Context: an optimization exercise on an open-source flow, tuned for small area, a short achievable clock period and few clock cycles. The choices shown serve that exercise and are no tape-out recipe.
Function was checked by simulation only, so behaviour that the tests miss may differ from the original.
Power is estimated from default activity; no workload was simulated.

## config.mk

```make
export PLATFORM = sky130hd
export DESIGN_NAME = axi4_lite_slave
export DESIGN_NICKNAME = axi4_lite_slave
export VERILOG_FILES = /design/flow/design.v
export SDC_FILE = /design/flow/constraint.sdc
export NUM_CORES = 4
export LEC_CHECK = 0
export CAP_MARGIN = 20
export CORE_MARGIN = 2
export CORE_UTILIZATION = 40
export SLEW_MARGIN = 20
```

## constraint.sdc

```tcl
create_clock -name core_clock -period 4.0 [get_ports {aclk}]
set_input_delay 0.8000 -clock core_clock [delete_from_list [all_inputs] [get_ports {aclk}]]
set_output_delay 0.8000 -clock core_clock [all_outputs]
set_load 0.01 [all_outputs]
```

## run.sh

```bash
#!/bin/bash
# synth_recipe.tcl (not shown) runs the flow's synth.tcl, then flattens the netlist and writes it again
# the make line also repeats each setting of config.mk as NAME=value (left out here)
make -C /OpenROAD-flow-scripts/flow DESIGN_CONFIG=/design/flow/config.mk WORK_HOME=/design/flow/orfs CLKGATE_MAP_FILE= SYNTH_SCRIPT=/design/flow/synth_recipe.tcl finish
```

## design.v

```verilog
module axi4_lite_slave #(
    parameter int unsigned ADDR_WIDTH = 32,
    parameter int unsigned DATA_WIDTH = 32
)(
    input  logic                  aclk,
    input  logic                  aresetn,         
    input  logic [ADDR_WIDTH-1:0] awaddr,
    input  logic                  awvalid,
    output logic                  awready,
    input  logic [DATA_WIDTH-1:0] wdata,
    input  logic [3:0]            wstrb,
    input  logic                  wvalid,
    output logic                  wready,
    output logic [1:0]            bresp,
    output logic                  bvalid,
    input  logic                  bready,
    input  logic [ADDR_WIDTH-1:0] araddr,
    input  logic                  arvalid,
    output logic                  arready,
    output logic [DATA_WIDTH-1:0] rdata,
    output logic [1:0]            rresp,
    output logic                  rvalid,
    input  logic                  rready
);
    localparam int unsigned NUM_REGS  = 16;
    localparam int unsigned REG_BYTES = NUM_REGS * 4;    
    localparam logic [1:0] RESP_OKAY   = 2'b00;
    localparam logic [1:0] RESP_SLVERR = 2'b10;
    logic [DATA_WIDTH-1:0] reg_file [0:NUM_REGS-1];
    function automatic logic addr_ok(input logic [ADDR_WIDTH-1:0] a);
        addr_ok = (a[1:0] == 2'b00) &&
                  (a < ADDR_WIDTH'(REG_BYTES));
    endfunction
    function automatic int unsigned ridx(input logic [ADDR_WIDTH-1:0] a);
        ridx = int'(a[5:2]);
    endfunction
    logic                  aw_done;
    logic                  w_done;
    logic [ADDR_WIDTH-1:0] wr_addr;
    logic [DATA_WIDTH-1:0] wr_data;
    logic [3:0]            wr_strb;
    logic [1:0]            wr_resp;
    logic wr_exec;
    assign wr_exec = aw_done & w_done;
    assign awready = !aw_done;
    assign wready  = !w_done;
    always_ff @(posedge aclk) begin
        if (!aresetn) begin
            aw_done <= 1'b0;
            wr_addr <= '0;
            wr_resp <= RESP_OKAY;
        end else if (awvalid && awready) begin
            aw_done <= 1'b1;
            wr_addr <= awaddr;
            wr_resp <= addr_ok(awaddr) ? RESP_OKAY : RESP_SLVERR;
        end else if (bvalid && bready) begin
            aw_done <= 1'b0;
        end
    end
    always_ff @(posedge aclk) begin
        if (!aresetn) begin
            w_done  <= 1'b0;
            wr_data <= '0;
            wr_strb <= '0;
        end else if (wvalid && wready) begin
            w_done  <= 1'b1;
            wr_data <= wdata;
            wr_strb <= wstrb;
        end else if (bvalid && bready) begin
            w_done <= 1'b0;
        end
    end
    always_ff @(posedge aclk) begin
        if (!aresetn) begin
            bvalid <= 1'b0;
            bresp  <= RESP_OKAY;
        end else if (wr_exec && !bvalid) begin
            bvalid <= 1'b1;
            bresp  <= wr_resp;
        end else if (bvalid && bready) begin
            bvalid <= 1'b0;
        end
    end
    always_ff @(posedge aclk) begin
        if (!aresetn) begin
            for (int i = 0; i < NUM_REGS; i++)
                reg_file[i] <= '0;
        end else if (wr_exec && !bvalid && addr_ok(wr_addr)) begin
            if (wr_strb[0]) reg_file[ridx(wr_addr)][ 7: 0] <= wr_data[ 7: 0];
            if (wr_strb[1]) reg_file[ridx(wr_addr)][15: 8] <= wr_data[15: 8];
            if (wr_strb[2]) reg_file[ridx(wr_addr)][23:16] <= wr_data[23:16];
            if (wr_strb[3]) reg_file[ridx(wr_addr)][31:24] <= wr_data[31:24];
        end
    end
    assign arready = !rvalid;
    always_ff @(posedge aclk) begin
        if (!aresetn) begin
            rvalid <= 1'b0;
            rdata  <= '0;
            rresp  <= RESP_OKAY;
        end else if (arvalid && arready) begin
            rvalid <= 1'b1;
            if (addr_ok(araddr)) begin
                rdata <= reg_file[ridx(araddr)];
                rresp <= RESP_OKAY;
            end else begin
                rdata <= '0;
                rresp <= RESP_SLVERR;
            end
        end else if (rvalid && rready) begin
            rvalid <= 1'b0;
        end
    end
endmodule
```

==> impl_results.rst <==
.. list-table::
   :header-rows: 1

   * - Metric
     - Value
   * - Result of the run
     - complete, no violations
   * - Final critical path time including I/O delays and setup
     - 3.082 ns
   * - Worst slack, placed
     - 0.9384 ns
   * - Most frequent cells after synthesis
     - sky130_fd_sc_hd__nor2_1 (532), sky130_fd_sc_hd__edfxtp_1 (512), sky130_fd_sc_hd__nand2_1 (200), sky130_fd_sc_hd__mux2i_1 (159), sky130_fd_sc_hd__clkbuf_1 (148)
   * - Count of standard-cell rows
     - 94
   * - Number of DRC violations after detailed routing
     - 0
   * - Synth Register Bits
     - 619
   * - Top cells by area, synth
     - sky130_fd_sc_hd__edfxtp_1 (58%), sky130_fd_sc_hd__dfxtp_1 (8.1%), sky130_fd_sc_hd__nor2_1 (7.6%)
   * - Clock buffer count from CTS
     - 66
   * - Vias in the first global route
     - 17240
   * - Worst slew margin relative to its limit
     - 0.3420
   * - Nature of the critical path endpoint
     - register
   * - Data arrival time of the critical path
     - 3.37 ns
   * - Antenna-violating nets left
     - 0
   * - Main synth FF type
     - sky130_fd_sc_hd__edfxtp_1
   * - First-pass GRT wire length
     - 107800 um
   * - Number of warning messages in the yosys log
     - 1
   * - Synthesis-to-layout area growth
     - 18.50%
   * - Net count reported at finish
     - 2361
   * - Transition time at the pin with the least slew margin
     - 0.9846 ns
   * - Number of enable flip-flop cells after synthesis
     - 512
   * - Initial Util
     - 0.4023
   * - Peak VDD IR
     - 273.9 uV
   * - Worst setup path category
     - register to register
   * - Buffer type at the clock tree root
     - sky130_fd_sc_hd__clkbuf_16
   * - Vertical extent of the die
     - 260.5 um
   * - Post-Synthesis Cells
     - 2108
   * - Chip Width
     - 260.5 um
   * - Leftover overflow at the end of global routing
     - 0
   * - Post-cts gate resize count
     - 0
   * - Setup-violating endpoint count in the final report
     - 0
   * - CTS tree
     - built
   * - Part of the Yosys area used for sequential elements
     - 0.6658
   * - Cell with the most instances after synthesis
     - sky130_fd_sc_hd__nor2_1
   * - Number of distinct library cell variants in the gate-level netlist after synthesis
     - 34
   * - Synthesized area
     - 0.02631 sq mm
   * - Worst clock skew on the final layout
     - 0.02699 ns
   * - Maximum operating frequency
     - 324.5 MHz
   * - Global-route total usage across every layer
     - 0.2140
   * - Maximum clock path buffer count
     - 3
   * - Layout filler cell count
     - 5705
   * - Worst-path maximum fanout
     - 16
   * - Number of design-rule violations left by the first detailed-router iteration
     - 1817
   * - Hold violation count in the final report
     - 0
   * - Summed negative setup slack over all endpoints
     - 0 ns
   * - Register clock-pin slew on the reported worst setup and hold paths
     - 0.06 ns
   * - Worst Setup Slack, final
     - 0.9180 ns
   * - Fraction of final layout cells with drive strength greater than 1
     - 0.1258
   * - Placeable core area
     - 0.06539 sq mm
   * - CTS H-Tree Depth
     - 3
   * - Clock insertion delay at the later pin of the skew report
     - 0.60 ns
   * - Number of I/O port buffers
     - 145
   * - Post-CTS setup buffers
     - 0
   * - Per-cell via count in the routed design
     - 5.462
   * - Number of search-and-repair iterations in the first detailed-routing pass
     - 5
   * - Classification of the worst-slack hold path
     - register to register
   * - Most area-hungry cell type in the Yosys netlist
     - sky130_fd_sc_hd__edfxtp_1
   * - Initial antenna violation count
     - 0
   * - Synthesized area divided by synthesized cell count
     - 12.48 sq um
   * - Register-to-register path setup slack
     - 0.92 ns
   * - Max-cap violation count
     - 0
   * - Diode insertion count for antenna repair
     - 0
   * - Critical Path Start Type
     - register
   * - Routed WL
     - 72430 um
   * - Pins over their slew limit
     - 0
   * - Required time worst endpoint
     - 4.29 ns
   * - Share of the clock period used by the worst path
     - 0.7705
   * - Overall die area
     - 0.06784 sq mm
   * - Ys async rst share
     - 0
   * - Vias after detailed routing
     - 17310
   * - Leak pwr
     - 10.71 nW
   * - Pin count of the biggest net entering global routing
     - 69
   * - Share of the synthesized area in the top cell type
     - 0.5844
   * - CTS sink count
     - 619
   * - Hold-fix buffer count after cts
     - 0
   * - I/O pins
     - 148
   * - Final estimated routing congestion in global placement
     - 0.8150
   * - Power density of the placed cells
     - 454.4 mW/mm^2
   * - Drt wl/cell
     - 22.85 um
   * - DPL Wire Length
     - 48170 um
   * - RSZ-0062 raised after global routing
     - false
## final cells by class
| class | instances | area, sq um | share of cell area |
|---|---|---|---|
| Timing Repair Buffer | 261 | 2385 | 0.07650 |
| Sequential cell | 619 | 17520 | 0.5619 |
| Multi-Input combinational cell | 1302 | 8093 | 0.2596 |
| Tap cell | 864 | 1081 | 0.03468 |
| Clock inverter | 18 | 122.6 | 0.003933 |
| Clock buffer | 102 | 1961 | 0.06289 |
| Inverter | 4 | 15.01 | 0.0004816 |
## logic make-up (layout without fill, tap and decap cells)
kind of cell           Yosys count  in the layout  synth area share
AO/OA/AOI/OAI                  263            263           0.06549
multiplexers                   225            225            0.1170
flip-flops                     619            619            0.6658
buffers and inverters          188            385           0.02782
AND/OR/NAND/NOR                812            812            0.1237
other                            1              2         0.0001425
## layer usage
metal,wire [um],global-route usage
met1,30180,0.2834
met2,35420,0.3590
met3,5240,0.04060
met4,1586,0.06286
met5,0,0
## critical path: stages, from the launching register on
cell                      delay, ns
sky130_fd_sc_hd__dfxtp_1       0.30
sky130_fd_sc_hd__or4_1         0.58
sky130_fd_sc_hd__nor4_4        0.53
sky130_fd_sc_hd__buf_4         0.30
sky130_fd_sc_hd__nand3_1       0.49
sky130_fd_sc_hd__o21ai_0       0.34
sky130_fd_sc_hd__buf_4         0.22
## cells in the final DEF, fill, tap and decap left out, drive strengths merged, types with 3 or more instances in the layout
cell / synthesis / routed
nor4: 19 / 19
nand2: 200 / 200
mux2i: 159 / 159
edfxtp: 512 / 512
a32o: 31 / 31
a21oi: 67 / 67
o21ai: 68 / 68
clkdlybuf4s50: 0 / 140
inv: 4 / 6
clkinv: 0 / 13
buf: 36 / 121
nor2b: 9 / 9
a22oi: 62 / 62
and2: 6 / 6
nand4: 24 / 24
nor2: 532 / 532
nand3: 12 / 12
clkbuf: 148 / 102
mux4: 66 / 66
nand2b: 3 / 3
dfxtp: 107 / 107
or4: 3 / 3
a21o: 31 / 31
## flip-flops by register name, indices dropped and copies added, names as in the netlist, 4 cells and up
register,count
wr_strb,4
reg_file,512
rdata,32
wr_addr,32
wr_data,32
## final timing paths
kind                                                from                             to  cells past startpoint
worst min register to register  wr_addr[22]$_SDFFE_PN0P_       wr_addr[22]$_SDFFE_PN0P_                      2
worst min-delay path            wr_addr[22]$_SDFFE_PN0P_       wr_addr[22]$_SDFFE_PN0P_                      2
worst max-delay path            wr_addr[27]$_SDFFE_PN0P_  reg_file[8][23]$_SDFFCE_PN0P_                      6
worst max register to register  wr_addr[27]$_SDFFE_PN0P_  reg_file[8][23]$_SDFFCE_PN0P_                      6
## power by group
part	leakage [nW]	switching (mW)	internal [mW]
Combinational	3.56	0.559	0.415
Clock	1.01	2.47	3.44
Sequential	6.13	0.103	7.18
## per-stage QoR
step	utilization	hold WS [ns]	cells	cell area [sq um]	power, mW
3_3_place_gp	0.4449	0.4391	3050	29090	8.373
2_1_floorplan	-	0.4308	2109	26310	7.957
5_1_grt	0.4767	0.4751	3170	31170	14.60
6_report	0.4767	0.4506	3170	31170	14.17
3_5_place_dp	0.4449	0.4460	3050	29090	8.396
4_1_cts	0.4767	0.4536	3170	31170	14.27
Testbench counts, summed over its fixed seeds: cycles 9,613.

what the ideal ports hide:
Ports are ideal in the flow. The routed layout listed here was re-timed in OpenROAD.
Step 1 (the two cells are an assumption about what drives the block):
set clk [get_ports {aclk}]
set_driving_cell -lib_cell sky130_fd_sc_hd__clkbuf_16 $clk
set_driving_cell -lib_cell sky130_fd_sc_hd__buf_2 [delete_from_list [all_inputs] $clk]
Step 2 adds t to the input delays and takes it off the output delays; t is the mean of the earliest and latest rising clock arrival at the registers after step 1. Input paths then give back, and output paths get back, about the clock's delay inside the block.
Three values: ideal ports, drivers, drivers and shift; two values: the first two.
shift t [ns]: 0.643
setup WS [ns]: 0.918 / 0.918 / 0.891
worst setup path after step 2: input to register
worst data-port slew with drivers (ns): 0.09
After both steps this run still meets setup and hold. For this run, drivers alone change the setup slack by 0.000 ns; drivers and shift together by -0.027 ns.
